Background: an optimization exercise with open tools, aiming at a short achievable clock period and few clock cycles. Do not read the settings as production practice.
The RTL was checked by simulation tests, not by an equivalence proof against the original design.
Power and IR drop assume default switching activity.

### flow/run.sh
#!/bin/bash
# synth_recipe.tcl (not shown) runs the flow's synth.tcl, then flattens the netlist and writes it again
# the make line also repeats each setting of config.mk as NAME=value (left out here)
make -C /OpenROAD-flow-scripts/flow DESIGN_CONFIG=/design/flow/config.mk WORK_HOME=/design/flow/orfs CLKGATE_MAP_FILE= SYNTH_SCRIPT=/design/flow/synth_recipe.tcl finish
### flow/config.mk
export PLATFORM = sky130hd
export DESIGN_NAME = engine
export DESIGN_NICKNAME = engine
export VERILOG_FILES = /design/flow/design.v
export SDC_FILE = /design/flow/constraint.sdc
export NUM_CORES = 4
export LEC_CHECK = 0
export ABC_CLOCK_PERIOD_IN_PS = 4000
export CAP_MARGIN = 40
export CORE_MARGIN = 2
export CORE_UTILIZATION = 40
export SETUP_SLACK_MARGIN = 4
export SLEW_MARGIN = 40
### flow/constraint.sdc
create_clock -name core_clock -period 9.0 [get_ports {clock}]
set_input_delay 1.8000 -clock core_clock [delete_from_list [all_inputs] [get_ports {clock}]]
set_output_delay 1.8000 -clock core_clock [all_outputs]
set_load 0.01 [all_outputs]
### flow/design.v
module engine_multiply
# (
            parameter            WIDTH = 32
)
(
   input    logic                clock,
   input    logic                clock_sreset,
   input    logic                en,
   input    logic                go,
   input    logic [WIDTH-1:0]    dataa,
   input    logic [WIDTH-1:0]    datab,
   output   logic                busy,
   output   logic                done,
   output   logic [WIDTH*2-1:0]  product
);
            logic [63:0]         result;
            logic [31:0]         mcand, mplier;
            logic [1:0]          count;
            logic [1:0]          na, nb, n;
            logic                swap;
            logic [47:0]         l0[16], l1[11], l2[8], l3[6], l4[4], l5[3], l6[2];
            logic [47:0]         ps_r, pc_r;
            logic                ppv;
            logic [63:0]         acc_s, acc_c, acc_x;
   function automatic logic [1:0] nhalves(input logic [31:0] x);
      nhalves = (|x[31:16]) ? 2'd2 : (|x[15:0]) ? 2'd1 : 2'd0;
   endfunction
   function automatic logic [95:0] csa(input logic [47:0] a, input logic [47:0] b, input logic [47:0] c);
      csa = {a ^ b ^ c, ((a & b) | (a & c) | (b & c)) << 1};
   endfunction
   always_comb begin
      na = nhalves(dataa);
      nb = nhalves(datab);
      swap = (na < nb);
      n = swap ? na : nb;
      for (int i = 0; i < 16; i++)
         l0[i] = {16'h0, mcand & {32{mplier[16 + i]}}} << i;
      for (int i = 0; i < 5; i++)
         {l1[2*i], l1[2*i + 1]} = csa(l0[3*i], l0[3*i + 1], l0[3*i + 2]);
      l1[10] = l0[15];
      for (int i = 0; i < 3; i++)
         {l2[2*i], l2[2*i + 1]} = csa(l1[3*i], l1[3*i + 1], l1[3*i + 2]);
      l2[6] = l1[9];
      l2[7] = l1[10];
      for (int i = 0; i < 2; i++)
         {l3[2*i], l3[2*i + 1]} = csa(l2[3*i], l2[3*i + 1], l2[3*i + 2]);
      l3[4] = l2[6];
      l3[5] = l2[7];
      for (int i = 0; i < 2; i++)
         {l4[2*i], l4[2*i + 1]} = csa(l3[3*i], l3[3*i + 1], l3[3*i + 2]);
      {l5[0], l5[1]} = csa(l4[0], l4[1], l4[2]);
      l5[2] = l4[3];
      {l6[0], l6[1]} = csa(l5[0], l5[1], l5[2]);
      acc_x = {result[47:0], 16'h0000};
      acc_s = acc_x ^ {16'h0, ps_r} ^ {16'h0, pc_r};
      acc_c = ((acc_x & {16'h0, ps_r}) | (acc_x & {16'h0, pc_r}) | ({16'h0, ps_r} & {16'h0, pc_r})) << 1;
      product = acc_s + acc_c;
      done = busy & ppv & (count == 2'd0);
   end
   always_ff @ (posedge clock) begin
      if (clock_sreset) begin
         busy <= 1'b0;
         count <= 2'd0;
         mcand <= 32'h0;
         mplier <= 32'h0;
         result <= 64'h0;
         ps_r <= 48'h0;
         pc_r <= 48'h0;
         ppv <= 1'b0;
      end
      else if (en) begin
         if (go) begin
            mcand <= swap ? datab : dataa;
            mplier <= (n == 2'd1) ? (swap ? dataa : datab) << 16 : (swap ? dataa : datab);
            count <= n;
            result <= 64'h0;
            ppv <= 1'b0;
            busy <= 1'b1;
         end
         else if (busy) begin
            if (ppv)
               result <= product;
            if (count != 2'd0) begin
               ps_r <= l6[0];
               pc_r <= l6[1];
               ppv <= 1'b1;
               mplier <= {mplier[15:0], 16'h0000};
               count <= count - 2'd1;
            end
            else begin
               ppv <= 1'b0;
               busy <= 1'b0;
            end
         end
      end
   end
endmodule
module engine_divide # (
            parameter            WIDTH = 32
)
(
   input    logic                clock,
   input    logic                clock_sreset,
   input    logic                en,
   input    logic                go,
   input    logic [WIDTH-1:0]    numerator,
   input    logic [WIDTH-1:0]    denominator,
   output   logic                busy,
   output   logic                done,
   output   logic [WIDTH-1:0]    quotient_out,
   output   logic [WIDTH-1:0]    remainder_out
);
            logic [31:0]         quotient, remainder;
            logic [31:0]         dd;
            logic [33:0]         dd3;
            logic [4:0]          zn, zd, sh, count;
            logic [31:0]         dsh;
            logic [33:0]         d3, dsh3;
            logic [34:0]         c1, c2, c3;
            logic [1:0]          q;
            logic [31:0]         r_next;
            logic                pow2, pow2_r;
            logic [31:0]         q_p, r_p;
   function automatic logic [4:0] clz(input logic [31:0] x);
      clz = 5'd31;
      for (int i = 0; i < 32; i++)
         if (x[i]) clz = 5'(31 - i);
   endfunction
   always_comb begin
      pow2 = ~|(denominator & (denominator - 32'h1));
      zn = clz(numerator);
      zd = clz(denominator);
      sh = zd - zn;
      dsh = denominator << {sh[4:1], 1'b0};
      d3 = {2'b00, denominator} + {1'b0, denominator, 1'b0};
      dsh3 = d3 << {sh[4:1], 1'b0};
      c1 = {3'b000, remainder} - {3'b000, dd};
      c2 = {3'b000, remainder} - {2'b00, dd, 1'b0};
      c3 = {3'b000, remainder} - {1'b0, dd3};
      q = ~c3[34] ? 2'd3 : ~c2[34] ? 2'd2 : ~c1[34] ? 2'd1 : 2'd0;
      r_next = ~c3[34] ? c3[31:0] : ~c2[34] ? c2[31:0] : ~c1[34] ? c1[31:0] : remainder;
      done = busy & (count == 5'd0);
      quotient_out = pow2_r ? q_p : {quotient[29:0], q};
      remainder_out = pow2_r ? r_p : r_next;
   end
   always_ff @ (posedge clock) begin
      if (clock_sreset) begin
         busy <= 1'b0;
         pow2_r <= 1'b0;
         q_p <= 32'h0;
         r_p <= 32'h0;
         dd <= 32'h0;
         dd3 <= 34'h0;
         count <= 5'h0;
         quotient <= 32'h0;
         remainder <= 32'h0;
      end
      else if (en) begin
         if (go) begin
            remainder <= numerator;
            quotient <= 32'h0;
            dd <= dsh;
            dd3 <= dsh3;
            count <= pow2 ? 5'd0 : {1'b0, sh[4:1]};
            busy <= 1'b1;
            pow2_r <= pow2;
            q_p <= numerator >> (5'd31 - zd);
            r_p <= numerator & (denominator - 32'h1);
         end
         else if (busy) begin
            remainder <= r_next;
            quotient <= {quotient[29:0], q};
            dd <= {2'b00, dd[31:2]};
            dd3 <= {2'b00, dd3[33:2]};
            count <= count - 5'd1;
            if (count == 5'd0)
               busy <= 1'b0;
         end
      end
   end
endmodule
module engine_decode (
   input    logic [29:0]         word,
   input    logic [2:0]          s,
   input    logic                pf_in,
   input    logic [31:0]         rk_in,
   output   logic [2:0]          o,
   output   logic [63:0]         dec,
   output   logic                pxo,
   output   logic                wend,
   output   logic [31:0]         keff,
   output   logic                tail_p,
   output   logic [31:0]         rk_trail,
   output   logic [11:0]         fx
);
            logic [5:0]          sop[5];
            logic [3:0]          nib[5];
            logic [4:0]          isp, ge, np, s_oh;
            logic [5:0]          oh, koh;
            logic                hi, sign;
            logic [5:0]          op;
            logic [31:0]         rksh;
            logic [7:0]          inrun;
            logic [3:0]          nibsel[8];
            logic [5:0]          ohe;
            logic [3:0]          pa, pb_pox, pb_jsr, pb_pop, pb_swp, pb_dup, pc_pux;
            logic [3:0]          pb_add, pb_sub, pb_agb, pb_and, pb_ior, pb_xor;
            logic                a1, b1, c1, n2;
   always_comb begin
      for (int i = 0; i < 5; i++) begin
         sop[i] = word[6*i +: 6];
         nib[i] = word[6*i +: 4];
         isp[i] = ~word[6*i + 5] & ~word[6*i + 4];
         ge[i] = (3'(i) >= s);
         s_oh[i] = (s == 3'(i));
      end
      hi = (s > 3'd4);
      np = ~isp & ge;
      oh[0] = np[0];
      oh[1] = np[1] & ~np[0];
      oh[2] = np[2] & ~|np[1:0];
      oh[3] = np[3] & ~|np[2:0];
      oh[4] = np[4] & ~|np[3:0];
      oh[5] = ~|np;
      op = ({6{oh[0]}} & sop[0]) | ({6{oh[1]}} & sop[1]) | ({6{oh[2]}} & sop[2]) |
           ({6{oh[3]}} & sop[3]) | ({6{oh[4]}} & sop[4]);
      if (hi) op = 6'h17;
      for (int i = 0; i < 4; i++) begin
         n2 = (sop[i + 1] == 6'h17) || (sop[i + 1] >= 6'h1A && sop[i + 1] <= 6'h1E) ||
              (sop[i + 1] == 6'h2F) || (sop[i + 1] >= 6'h3A);
         pa[i] = n2 & ~isp[i] & ~(sop[i] >= 6'h14 && sop[i] <= 6'h16) & (sop[i] != 6'h1F);
         b1 = (sop[i] == 6'h10);
         pb_pox[i] = b1 & (sop[i + 1] == 6'h23);
         pb_jsr[i] = b1 & (sop[i + 1] == 6'h16);
         pb_pop[i] = b1 & (sop[i + 1] == 6'h11);
         pb_swp[i] = b1 & (sop[i + 1] == 6'h12);
         pb_dup[i] = b1 & (sop[i + 1] == 6'h13);
         pb_add[i] = b1 & (sop[i + 1] == 6'h30);
         pb_sub[i] = b1 & (sop[i + 1] == 6'h31);
         pb_agb[i] = b1 & (sop[i + 1] == 6'h32);
         pb_and[i] = b1 & (sop[i + 1] == 6'h33);
         pb_ior[i] = b1 & (sop[i + 1] == 6'h34);
         pb_xor[i] = b1 & (sop[i + 1] == 6'h35);
         pc_pux[i] = (sop[i] == 6'h24) & (sop[i + 1] == 6'h22);
      end
      fx = {|(oh[3:0] & pb_xor), |(oh[3:0] & pb_ior), |(oh[3:0] & pb_and), |(oh[3:0] & pb_agb),
            |(oh[3:0] & pb_sub), |(oh[3:0] & pb_add), |(oh[3:0] & pc_pux), |(oh[3:0] & pb_dup), |(oh[3:0] & pb_swp), |(oh[3:0] & pb_pop),
            |(oh[3:0] & pb_jsr), |(oh[3:0] & pb_pox)};
      if (hi) fx = 12'h0;
      ohe = oh;
      for (int i = 0; i < 4; i++)
         if (oh[i] & ~hi & (pa[i] | pb_pox[i] | pb_jsr[i] | pb_pop[i] | pb_swp[i] | pb_dup[i] | pc_pux[i] |
                            pb_add[i] | pb_sub[i] | pb_agb[i] | pb_and[i] | pb_ior[i] | pb_xor[i])) begin
            ohe[i] = 1'b0;
            ohe[i + 1] = 1'b1;
         end
      o = ohe[1] ? 3'd1 : ohe[2] ? 3'd2 : ohe[3] ? 3'd3 : ohe[4] ? 3'd4 : ohe[5] ? 3'd5 : 3'd0;
      for (int m = 0; m < 6; m++) begin
         koh[m] = 1'b0;
         for (int i = 0; i < 5; i++)
            if (i + m <= 5) koh[m] = koh[m] | (s_oh[i] & oh[i + m]);
      end
      pxo = ~hi & oh[5];
      tail_p = ~hi & ((ohe[0] & &isp[4:1]) | (ohe[1] & &isp[4:2]) | (ohe[2] & &isp[4:3]) | (ohe[3] & isp[4]));
      wend = hi | ohe[4] | ohe[5];
      sign = |(s_oh & {nib[4][3], nib[3][3], nib[2][3], nib[1][3], nib[0][3]});
      rksh = 32'h0;
      for (int m = 0; m < 6; m++)
         rksh = rksh | ({32{koh[m]}} & (rk_in << (4 * m)));
      for (int j = 0; j < 8; j++) begin
         inrun[j] = 1'b0;
         nibsel[j] = 4'h0;
         for (int i = 0; i < 5; i++)
            if (i + 1 + j <= 5) begin
               inrun[j] = inrun[j] | (oh[i + 1 + j] & ge[i]);
               nibsel[j] = nibsel[j] | ({4{oh[i + 1 + j] & ge[i]}} & nib[i]);
            end
         keff[4*j +: 4] = inrun[j] ? nibsel[j] : (pf_in | koh[0]) ? rksh[4*j +: 4] : {4{sign}};
      end
      if (hi) keff = rk_in;
      rk_trail = ({32{ohe[0]}} & {{16{nib[1][3]}}, nib[1], nib[2], nib[3], nib[4]}) |
                 ({32{ohe[1]}} & {{20{nib[2][3]}}, nib[2], nib[3], nib[4]}) |
                 ({32{ohe[2]}} & {{24{nib[3][3]}}, nib[3], nib[4]}) |
                 ({32{ohe[3]}} & {{28{nib[4][3]}}, nib[4]});
      dec = pxo ? 64'h0 : (64'h1 << op);
   end
endmodule
module engine # (
            parameter            WIDTHA = 12,
            parameter            WIDTHD = 32,
            parameter            ISA = 6,
            parameter            RESET_ADDR = 'h24,
            parameter            IRQ_ADDR = 'h20,
            parameter            STACK_ADDR = 'h1e0,
            parameter            MULT_SIZE = 32,
            parameter            BARREL_SHIFT = 0
)
(
   input    logic                clock,
   input    logic                clock_sreset,
   output   logic [WIDTHA-1:0]   address,
   output   logic [WIDTHD-1:0]   writedata,
   input    logic [WIDTHD-1:0]   readdata,
   output   logic                read,
   output   logic                write,
   input    logic                waitrequest,
   input    logic [WIDTHD-1:0]   irq
);
            logic [11:0]         pc;
            logic [2:0]          slot;
            logic [31:0]         ra, rb, rc, rx, ry, rk, rt;
            logic [14:0]         ri;
            logic                pf, ef, irqf;
            logic [29:0]         ir, nb, nb2;
            logic                irv, nbv, nb2v, boot, mv_ph;
            logic [2:0]          d_o;
            logic [63:0]         d_dec, d_op;
            logic                d_pure, d_wend, d_tail_p;
            logic [31:0]         d_keff, d_rk_trail;
            logic [11:0]         d_fx;
            logic [11:0]         a_fx, b_fx, c_fx;
            logic                PSHPOX, PSHJSR, PSHPOP, PSHSWP, PSHDUP, AKXPUX;
            logic                PSHADD, PSHSUB, PSHAGB, PSHAND, PSHIOR, PSHXOR, PSHALU, kinv;
            logic [31:0]         rx_k, imm_result;
            logic [32:0]         ra_k;
            logic                en;
            logic [2:0]          o_inc;
            logic [11:0]         pc_inc;       
            logic [14:0]         ret_addr, jtarget;
            logic                NOP, JSR, JPZ, JMP, DUP, SWP, POP, PSH;
            logic                EXT, ZEQ, IRQ;
            logic                PUY, STY, LDY, AKX, POX, PUX, STX, LDX;
            logic                MBD, MFD, AKA, STA, LDA, AKY, POY;
            logic                DIV, MLT, XOR, IOR, AND, AGB, SUB, ADD;
            logic                SHL, SHR, MV, alu_op;
            logic                rb_zero, mul_quick, div_quick;
            logic                ra_zero, taken, trail, word_end, ready, exec, gdone;
            logic                data_rd, data_wr, fetch_ir, jfetch, prefetch;
            logic                pf_new, ef_new, irqf_new, irq_take, wr_hit_next, wr_hit_next2;
            logic [11:0]         pc_inc2;      
            logic [11:0]         jt_inc, jt_inc2;
            logic                pf_nt, nb_allp, nb_ok, nb2_ok, fuse;
            logic [31:0]         rk_nt, base_c, chain_nb;
            logic [2:0]          c_o;
            logic [63:0]         c_dec;
            logic                c_pure, c_wend, c_tail_p;
            logic [31:0]         c_keff, c_rk_trail;
            logic [29:0]         c_word;
            logic [31:0]         rk_new;
            logic [11:0]         daddr;
            logic [32:0]         adder;
            logic [31:0]         alu_result;
            logic [2:0]          a_o, b_o, b_s;
            logic [63:0]         a_dec, b_dec;
            logic                a_pure, a_wend, a_tail_p, b_pure, b_wend, b_tail_p, b_pf;
            logic [31:0]         a_keff, a_rk_trail, b_keff, b_rk_trail, b_rk;
            logic [29:0]         b_word;
            logic                mul_go, mul_busy, mul_valid;
            logic [63:0]         mul_result;
            logic                div_go, div_busy, div_valid;
            logic [31:0]         div_quot, div_rem;
   engine_multiply               multiply (
                                    .clock(clock),
                                    .clock_sreset(clock_sreset),
                                    .en(en),
                                    .go(mul_go),
                                    .dataa(ra),
                                    .datab(rb),
                                    .busy(mul_busy),
                                    .done(mul_valid),
                                    .product(mul_result)
                                 );
   engine_divide                 divide (
                                    .clock(clock),
                                    .clock_sreset(clock_sreset),
                                    .en(en),
                                    .go(div_go),
                                    .numerator(ra),
                                    .denominator(rb),
                                    .busy(div_busy),
                                    .done(div_valid),
                                    .quotient_out(div_quot),
                                    .remainder_out(div_rem)
                                 );
   engine_decode                 dec_a (
                                    .word(ir),
                                    .s(o_inc),
                                    .pf_in(1'b0),
                                    .rk_in(32'h0),
                                    .o(a_o),
                                    .dec(a_dec),
                                    .pxo(a_pure),
                                    .wend(a_wend),
                                    .keff(a_keff),
                                    .tail_p(a_tail_p),
                                    .rk_trail(a_rk_trail),
                                    .fx(a_fx)
                                 );
   engine_decode                 dec_b (
                                    .word(b_word),
                                    .s(b_s),
                                    .pf_in(b_pf),
                                    .rk_in(b_rk),
                                    .o(b_o),
                                    .dec(b_dec),
                                    .pxo(b_pure),
                                    .wend(b_wend),
                                    .keff(b_keff),
                                    .tail_p(b_tail_p),
                                    .rk_trail(b_rk_trail),
                                    .fx(b_fx)
                                 );
   engine_decode                 dec_c (
                                    .word(c_word),
                                    .s(3'd0),
                                    .pf_in(1'b1),
                                    .rk_in(chain_nb),
                                    .o(c_o),
                                    .dec(c_dec),
                                    .pxo(c_pure),
                                    .wend(c_wend),
                                    .keff(c_keff),
                                    .tail_p(c_tail_p),
                                    .rk_trail(c_rk_trail),
                                    .fx(c_fx)
                                 );
   function automatic logic sum_eq(input logic [11:0] a, input logic [11:0] b, input logic [11:0] c);
      logic [11:0] k;
      k = ((a & b) | ((a | b) & ~c)) << 1;
      sum_eq = ((a ^ b ^ c) == k);
   endfunction
   always_comb begin
      d_op = d_dec;
      {NOP, JSR, JPZ, JMP, DUP, SWP, POP, PSH} = d_op[23:16];
      {EXT, ZEQ, IRQ} = {d_op[31], d_op[25:24]};
      {PUY, STY, LDY, AKX, POX, PUX, STX, LDX} = d_op[39:32];
      {MBD, MFD, AKA, STA, LDA, AKY, POY} = d_op[46:40];
      {DIV, MLT, XOR, IOR, AND, AGB, SUB, ADD} = d_op[55:48];
      {SHL, SHR} = d_op[57:56];
      MV = MFD | MBD;
      {PSHXOR, PSHIOR, PSHAND, PSHAGB, PSHSUB, PSHADD, AKXPUX, PSHDUP, PSHSWP, PSHPOP, PSHJSR, PSHPOX} = d_fx;
      PSHALU = PSHXOR | PSHIOR | PSHAND | PSHAGB | PSHSUB | PSHADD;
      rx_k = rx + d_keff;
      kinv = PSHSUB | PSHAGB;
      ra_k = {1'b0, ra} + {1'b0, d_keff ^ {32{kinv}}} + {32'h0, kinv};
      imm_result = PSHAND ? (ra & d_keff) : PSHIOR ? (ra | d_keff) : PSHXOR ? (ra ^ d_keff) :
         PSHAGB ? {32{ra_k[32]}} : ra_k[31:0];
      alu_op = ADD | SUB | AGB | AND | IOR | XOR | SHL | SHR;
      en = ~waitrequest;
      ra_zero = ~|ra;
      o_inc = d_o + 3'd1;
      ret_addr = (d_o == 3'd4) ? {pc_inc, 3'd0} : {pc, o_inc};
      jtarget = JSR ? ra[14:0] : d_keff[14:0];
      jt_inc = jtarget[14:3] + 12'd1;
      jt_inc2 = jtarget[14:3] + 12'd2;
      taken = JMP | JSR | PSHJSR | (JPZ & ~ra_zero);
      trail = d_tail_p & ~taken;
      word_end = d_wend | trail;
      exec = irv & ~boot;
      rb_zero = ~|rb;
      mul_quick = ra_zero | rb_zero;
      div_quick = rb_zero | (ra < rb);
      ready = MV ? mv_ph : MLT ? (mul_valid | mul_quick) : DIV ? (div_valid | div_quick) : 1'b1;
      gdone = exec & ready;
      mul_go = exec & MLT & ~mul_quick & ~mul_busy;
      div_go = exec & DIV & ~div_quick & ~div_busy;
      pf_new = ~taken & (trail | d_pure);
      ef_new = ~taken & ~trail & EXT;
      irqf_new = irqf & ~IRQ;
      irq_take = (|irq) & ~pf_new & ~ef_new & ~irqf_new;
      rk_new = taken ? 32'h0 : trail ? d_rk_trail : d_pure ? d_keff : 32'h0;
      adder = {1'b0, rb} + {1'b0, ra ^ {32{SUB | AGB}}} + {32'h0, SUB | AGB};
      alu_result = AND ? (rb & ra) : IOR ? (rb | ra) : XOR ? (rb ^ ra) :
         AGB ? {32{adder[32]}} : SHL ? {ra[30:0], 1'b0} : SHR ? {1'b0, ra[31:1]} :
         adder[31:0];
      data_rd = exec & (LDX | LDY | LDA | (MV & ~mv_ph));
      data_wr = exec & (STX | STY | STA | (MV & mv_ph));
      fetch_ir = ~boot & ~irv;
      jfetch = exec & (JMP | JSR | PSHJSR | JPZ);
      prefetch = exec & ~(nbv & nb2v) & ~data_rd & ~data_wr & ~(JMP | JSR | PSHJSR | JPZ);
      daddr = (LDX | STX) ? rx[11:0] + d_keff[11:0] :
              (LDY | STY) ? ry[11:0] + d_keff[11:0] :
              (LDA | STA) ? ra[11:0] + d_keff[11:0] :
              mv_ph ? rc[11:0] : rb[11:0];
      read = data_rd | fetch_ir | jfetch | prefetch;
      write = data_wr;
      address = (data_rd | data_wr) ? daddr : fetch_ir ? pc : jfetch ? jtarget[14:3] : nbv ? pc_inc2 : pc_inc;
      writedata = STA ? rb : MV ? rt : ra;
      wr_hit_next = exec & ((STX & sum_eq(rx[11:0], d_keff[11:0], pc_inc)) |
                            (STY & sum_eq(ry[11:0], d_keff[11:0], pc_inc)) |
                            (STA & sum_eq(ra[11:0], d_keff[11:0], pc_inc)) |
                            (MV & mv_ph & (rc[11:0] == pc_inc)));
      wr_hit_next2 = exec & ((STX & sum_eq(rx[11:0], d_keff[11:0], pc_inc2)) |
                             (STY & sum_eq(ry[11:0], d_keff[11:0], pc_inc2)) |
                             (STA & sum_eq(ra[11:0], d_keff[11:0], pc_inc2)) |
                             (MV & mv_ph & (rc[11:0] == pc_inc2)));
      pf_nt = d_tail_p | d_pure;
      rk_nt = d_tail_p ? d_rk_trail : d_pure ? d_keff : 32'h0;
      base_c = pf_nt ? rk_nt : {32{nb[3]}};
      chain_nb = {base_c[11:0], nb[3:0], nb[9:6], nb[15:12], nb[21:18], nb[27:24]};
      nb_allp = ~|{nb[29:28], nb[23:22], nb[17:16], nb[11:10], nb[5:4]};
      nb_ok = nbv & ~wr_hit_next;
      nb2_ok = nb_ok & ((nb2v & ~wr_hit_next2) | prefetch);
      c_word = nb2v ? nb2 : readdata[29:0];
      fuse = nb2_ok & nb_allp;
      b_word = (irv & nbv & ~taken) ? nb : readdata[29:0];
      b_s = ~irv ? slot : taken ? jtarget[2:0] : 3'd0;
      b_pf = irv ? pf_new : pf;
      b_rk = irv ? rk_new : rk;
   end
   always_ff @ (posedge clock) begin
      if (clock_sreset) begin
         pc <= RESET_ADDR[11:0];
         pc_inc <= RESET_ADDR[11:0] + 12'd1;
         pc_inc2 <= RESET_ADDR[11:0] + 12'd2;
         slot <= 3'd0;
         ra <= 32'h0;
         rb <= 32'h0;
         rc <= 32'h0;
         rx <= 32'h0;
         ry <= 32'h0;
         rk <= 32'h0;
         rt <= 32'h0;
         ri <= 15'h0;
         pf <= 1'b0;
         ef <= 1'b0;
         irqf <= 1'b0;
         ir <= 30'h0;
         nb <= 30'h0;
         nb2 <= 30'h0;
         nb2v <= 1'b0;
         irv <= 1'b0;
         nbv <= 1'b0;
         boot <= 1'b1;
         mv_ph <= 1'b0;
         d_o <= 3'd0;
         d_dec <= 64'h0;
         d_pure <= 1'b0;
         d_wend <= 1'b0;
         d_tail_p <= 1'b0;
         d_keff <= 32'h0;
         d_rk_trail <= 32'h0;
         d_fx <= 12'h0;
      end
      else if (en) begin
         if (boot) begin
            boot <= 1'b0;
            if (|irq) begin
               irqf <= 1'b1;
               ri <= {pc, slot};
               pc <= IRQ_ADDR[11:0];
               pc_inc <= IRQ_ADDR[11:0] + 12'd1;
               pc_inc2 <= IRQ_ADDR[11:0] + 12'd2;
               slot <= 3'd0;
            end
         end
         else if (~irv) begin
            ir <= readdata[29:0];
            irv <= 1'b1;
            d_o <= b_o;
            d_dec <= b_dec;
            d_pure <= b_pure;
            d_wend <= b_wend;
            d_tail_p <= b_tail_p;
            d_keff <= b_keff;
            d_rk_trail <= b_rk_trail;
            d_fx <= b_fx;
         end
         else begin
            if (exec & MV & ~mv_ph) begin
               rt <= readdata;
               mv_ph <= 1'b1;
            end
            if (prefetch) begin
               if (nbv) begin
                  nb2 <= readdata[29:0];
                  nb2v <= 1'b1;
               end
               else begin
                  nb <= readdata[29:0];
                  nbv <= 1'b1;
               end
            end
            if (wr_hit_next) begin
               nbv <= 1'b0;
               nb2v <= 1'b0;
            end
            if (wr_hit_next2)
               nb2v <= 1'b0;
            if (gdone) begin
               mv_ph <= 1'b0;
               rk <= rk_new;
               pf <= pf_new;
               ef <= ef_new;
               irqf <= irqf_new;
               if (PSH | IRQ | LDX | LDY | PUX | PUY) begin
                  rc <= rb;
                  rb <= ra;
               end
               if (POP | STX | STY | POX | POY)
                  rb <= rc;
               if (SWP)
                  rb <= ra;
               if (DUP) begin
                  rc <= rb;
                  rb <= ra;
               end
               if (PSH) ra <= d_keff;
               if (IRQ) ra <= {17'h0, ri};
               if (LDX | LDY | LDA) ra <= readdata;
               if (PUX) ra <= rx;
               if (PUY) ra <= ry;
               if (POP | STX | STY | SWP) ra <= rb;
               if (JSR) ra <= {17'h0, ret_addr};
               if (ZEQ) ra <= {32{ra_zero}};
               if (alu_op) ra <= alu_result;
               if (AKA) ra <= imm_result;
               if (STA) ra <= rc;
               if (POX) rx <= ra;
               if (AKX) rx <= rx_k;
               if (PSHPOX) begin
                  rb <= rb;
                  rx <= d_keff;
               end
               if (PSHJSR)
                  ra <= {17'h0, ret_addr};
               if (PSHPOP) begin
                  ra <= ra;
                  rb <= rb;
               end
               if (PSHSWP) begin
                  ra <= ra;
                  rb <= d_keff;
               end
               if (PSHDUP) begin
                  rb <= d_keff;
                  rc <= ra;
               end
               if (AKXPUX) begin
                  ra <= rx_k;
                  rb <= ra;
                  rc <= rb;
               end
               if (PSHALU)
                  ra <= imm_result;
               if (AKY) ry <= ry + d_keff;
               if (MV) begin
                  ra <= ra - 32'h1;
                  rc <= MBD ? rc - 32'h1 : rc + 32'h1;
               end
               if (MLT) begin
                  ra <= mul_quick ? 32'h0 : mul_result[63:32];
                  rb <= mul_quick ? 32'h0 : mul_result[31:0];
               end
               if (DIV) begin
                  ra <= div_quick ? ra : div_rem;
                  rb <= div_quick ? {32{rb_zero}} : div_quot;
               end
               if (word_end | taken) begin
                  nbv <= 1'b0;
                  nb2v <= 1'b0;
                  if (irq_take) begin
                     irqf <= 1'b1;
                     ri <= taken ? jtarget : {pc_inc, 3'd0};
                     pc <= IRQ_ADDR[11:0];
                     pc_inc <= IRQ_ADDR[11:0] + 12'd1;
                     pc_inc2 <= IRQ_ADDR[11:0] + 12'd2;
                     slot <= 3'd0;
                     irv <= 1'b0;
                  end
                  else if (~taken & fuse) begin
                     pc <= pc_inc2;
                     pc_inc <= pc_inc2 + 12'd1;
                     pc_inc2 <= pc_inc2 + 12'd2;
                     slot <= 3'd0;
                     rk <= chain_nb;
                     pf <= 1'b1;
                     ir <= c_word;
                     d_o <= c_o;
                     d_dec <= c_dec;
                     d_pure <= c_pure;
                     d_wend <= c_wend;
                     d_tail_p <= c_tail_p;
                     d_keff <= c_keff;
                     d_rk_trail <= c_rk_trail;
                     d_fx <= c_fx;
                  end
                  else begin
                     pc <= taken ? jtarget[14:3] : pc_inc;
                     pc_inc <= taken ? jt_inc : pc_inc2;
                     pc_inc2 <= taken ? jt_inc2 : pc_inc2 + 12'd1;
                     slot <= taken ? jtarget[2:0] : 3'd0;
                     if (~taken & nb_ok) begin
                        nb <= prefetch ? readdata[29:0] : nb2;
                        nbv <= prefetch | (nb2v & ~wr_hit_next2);
                     end
                     if (taken | nb_ok | prefetch) begin
                        ir <= b_word;
                        d_o <= b_o;
                        d_dec <= b_dec;
                        d_pure <= b_pure;
                        d_wend <= b_wend;
                        d_tail_p <= b_tail_p;
                        d_keff <= b_keff;
                        d_rk_trail <= b_rk_trail;
                        d_fx <= b_fx;
                     end
                     else
                        irv <= 1'b0;
                  end
               end
               else begin
                  slot <= o_inc;
                  d_o <= a_o;
                  d_dec <= a_dec;
                  d_pure <= a_pure;
                  d_wend <= a_wend;
                  d_tail_p <= a_tail_p;
                  d_keff <= a_keff;
                  d_rk_trail <= a_rk_trail;
                  d_fx <= a_fx;
               end
            end
         end
      end
   end
endmodule
==> impl_metrics.json <==
{
  "cts.htree.levels": 3,
  "via_count": 124000,
  "ys_ff_latch": 879,
  "cts_max_path_buffers": 3,
  "initial_core_util_pct": 40.2,
  "final_nets": 15500,
  "cap_violations": 0,
  "wl_per_cell_um": 37.3,
  "gp_congestion": 1.10,
  "rows": 187,
  "cellPowerDensity_nw_per_um2": 153,
  "final_util_pct": 47.2,
  "via_per_inst": 7.00,
  "setup_ws_ps": 3090,
  "cts-buffers-inserted": 109,
  "fin_cells": 17800,
  "status": "no timing/DRC/antenna violations",
  "synth_edf_count": 0,
  "grt_max_degree": 172,
  "seq_area_frac_synth_pct": 16.9,
  "slowest_stage": "a211oi_4",
  "dr.pass1.iters": 8,
  "routed_wl_mm": 663,
  "synth-async-reset-ratio_pct": 0,
  "io_pins": 113,
  "core_um2": 259000,
  "first_global_vias": 112000,
  "nFillCells": 26200,
  "ctsRootBufferMaster": "clkbuf_16",
  "synth_commonest_cells": "nand2_1 (1,537), a21oi_1 (1,393), nor2_1 (1,237), clkbuf_1 (984), dfxtp_1 (879)",
  "synth_flop_cell": "dfxtp_1",
  "clk_pin_slew_ps": 60,
  "min_period_over_period_pct": 65.7,
  "drt_iter0_drc": 20600,
  "yosysWarnings": 14,
  "antenna_found_initial": 77,
  "dp_hpwl_mm": 491,
  "grt_pass1_wl_mm": 901,
  "worstSetupPathType": "flip-flop to primary output",
  "worstPathRequired_ps": 7200,
  "cp-end-kind": "primary output",
  "critPathBufInv": 4,
  "rsz0062_at_grt": "yes",
  "peakVddDrop_mv": 0.254,
  "syn_area_um2": 104000,
  "die_area_um2": 265000,
  "critical_path.top_delay_family": "compound AO/OA/AOI/OAI gates",
  "grt_overflow": 0,
  "dp_slack_ps": 1660,
  "die_w_um": 515,
  "die_h_um": 515,
  "place_inst": 17200,
  "synth_top_cell_by_area": "dfxtp_1",
  "synthDistinctLibCells": 107,
  "worstSetupStartpointType": "flip-flop",
  "arrival_ps": 4110,
  "syn-num-nets": 15500,
  "drive_gt1_share_pct": 14.3,
  "path_max_fanout": 5,
  "maxSlewViolCount": 0,
  "netlist.area_leader.share_pct": 16.9,
  "io_buffer_count": 112,
  "p_leak_uw": 0.0461,
  "p_total_uw": 18700,
  "cpPeakStageDelay_ps": 500,
  "hold_viol": 0,
  "layout_min_cycle_time_ps": 5910,
  "clock_sinks": 879,
  "synthToLayoutAreaGrowth_pct": 17.4,
  "grt.total_usage_pct": 47.6,
  "clock_skew_ps": 137,
  "post-route-drc-count": 0,
  "worst_slew_pin_slew_ps": 1050,
  "postSynthCellCount": 14200,
  "clkLatencyLatePin_ps": 890,
  "min_path_type": "flip-flop to flip-flop",
  "ctsHoldBuffers": 0,
  "avgSynthCellArea_um2": 7.33,
  "final-setup-viol-count": 0,
  "fmax_mhz": 169,
  "path_cells": "clkinvlp_4 > buf_4 > buf_4 > fa_2 > nor2b_4 > o31ai_4 > a211oi_4 > nor2b_4 > nand2b_1 > xor2_2 > o22ai_2 > a41oi_4 > buf_6",
  "synth.top_cells.by_area": "dfxtp_1 (17%), fa_1 (10%), ha_1 (7.8%)",
  "relSlewSlack_pct": 30.3,
  "cts_tree": "built",
  "ant_nets": 0,
  "tns_ps": 0,
  "synth.most_common_cell": "nand2_1"
}
-- cell usage in the layout (no fill, tap or decap), types with 67 or more instances in the layout --
cell,instances
ha_1,636
or3_1,87
clkbuf_16,122
a31oi_1,153
xnor2_1,320
o22ai_1,146
o21a_1,103
nand3_1,412
nor4_1,73
inv_1,723
clkdlybuf4s50_1,80
and3_1,73
nor2_1,1170
a22oi_1,112
a21o_1,155
mux2i_1,205
fa_1,529
nand4_1,89
dfxtp_1,817
buf_4,682
nand2_1,1508
a21oi_2,73
nor3_1,328
o21ai_1,67
nand2b_1,116
o21ai_0,744
o221ai_1,76
a221oi_1,141
and2_1,458
a211oi_1,417
o211ai_1,228
buf_6,71
a21oi_1,1306
xor2_1,140
-- layout make-up --
type | instances | area [um2] | area share [%]
sequential | 879 | 17700 | 14.5
inverter | 774 | 3030 | 2.47
clock buffer | 141 | 3050 | 2.49
timing repair buffer | 971 | 9220 | 7.53
multi-input combinational | 11500 | 84200 | 68.8
antenna | 47 | 118 | 0.0960
clock inverter | 62 | 843 | 0.689
tap | 3402 | 4260 | 3.48
-- cell families after synthesis --
kind of cell	share of synthesized area [%]
XOR/XNOR	4.06
AND/OR/NAND/NOR	21.4
adder cells (fa/ha/maj)	18.1
flip-flops	16.9
multiplexers	3.41
AO/OA/AOI/OAI	29.4
buffers and inverters	6.84
-- path summary, 6_finish.rpt --
kind	depth (start not counted)	slack, ps	startpoint	to
worst max-delay path	13	3090	d_keff[1]	address[10]
worst min-delay path	2	440	d_dec[31]	d_dec[31]
worst max register to register	17	3790	ra[13]	ra[15]
worst min register to register	2	440	d_dec[31]	d_dec[31]
-- flip-flops by register name, summed over array words and instances, names as in the netlist, 34 cells and up --
register / count
multiply.result: 48
multiply.ps_r: 47
multiply.pc_r: 41
d_dec: 35
divide.dd3: 34
-- timing repair --
item	CTS	global route
resized for setup	609	520
cloned	10	13
endpoints found under the setup margin	638	496
buffers inserted	134	157
pin swaps	69	177
-- worst reg2reg max path: stages, from the launching register on --
cell and delay, ps:
dfxtp_2 660, buf_4 510, xnor2_1 150, ha_1 400, nand2_1 70, o21ai_0 500
o21a_1 220, o31a_1 130, buf_4 160, a31oi_4 150, a21oi_4 360, o21ai_1 150
buf_4 220, nor2_1 110, nor2_1 50, o21ai_0 160, nand4_1 680, a41oi_2 430
-- report_power, final --
part | leakage, uW | internal (uW) | switching [uW] | total (uW)
registers | 0.00713 | 3960 | 166 | 4120
logic | 0.0371 | 3250 | 6360 | 9610
clock network | 0.00186 | 2760 | 2200 | 4960
total | 0.0461 | 9970 | 8730 | 18700
-- per-stage QoR --
step	area, um2	hold WS [ps]
2_1_floorplan	104000	420
3_3_place_gp	110000	432
3_5_place_dp	111000	439
4_1_cts	118000	448
5_1_grt	122000	470
6_report	122000	445
-- layer usage --
| layer | track usage [%] | vias up | wire length, um |
|---|---|---|---|
| met2 | 65.0 | 10100 | 254000 |
| met1 | 58.2 | 59800 | 243000 |
| met5 | 0.128 | - | 1090 |
| met4 | 36.6 | 67 | 65600 |
| met3 | 20.7 | 2948 | 98600 |
| li1 | - | 51400 | - |
Testbench counts, summed over its fixed seeds: cycles 46,502.

## what the ideal ports hide
How much do the figures lean on ideal ports? The routed layout below was timed once more, with nothing changed but the port constraints.
Step 1 sets driving cells, clkbuf_16 on the clock port and buf_2 on the other inputs (assumed; they add their load-dependent delay and slew).
Step 2 adds t to the input delays and takes it off the output delays; t is the mean of the earliest and latest rising clock arrival at the registers after step 1. Input paths then give back, and output paths get back, about the clock's delay inside the block.
Slacks: no drivers / after step 1 / after step 2; pairs: no drivers / after step 1.
shift t [ns]: 0.915
setup slack, ns: 3.089 / 2.992 / 3.178
cell pins on the clock port's net: 1
After both steps setup and hold are still met in this run. For this run, drivers alone change the setup slack by -0.097 ns; drivers and shift together by +0.089 ns.
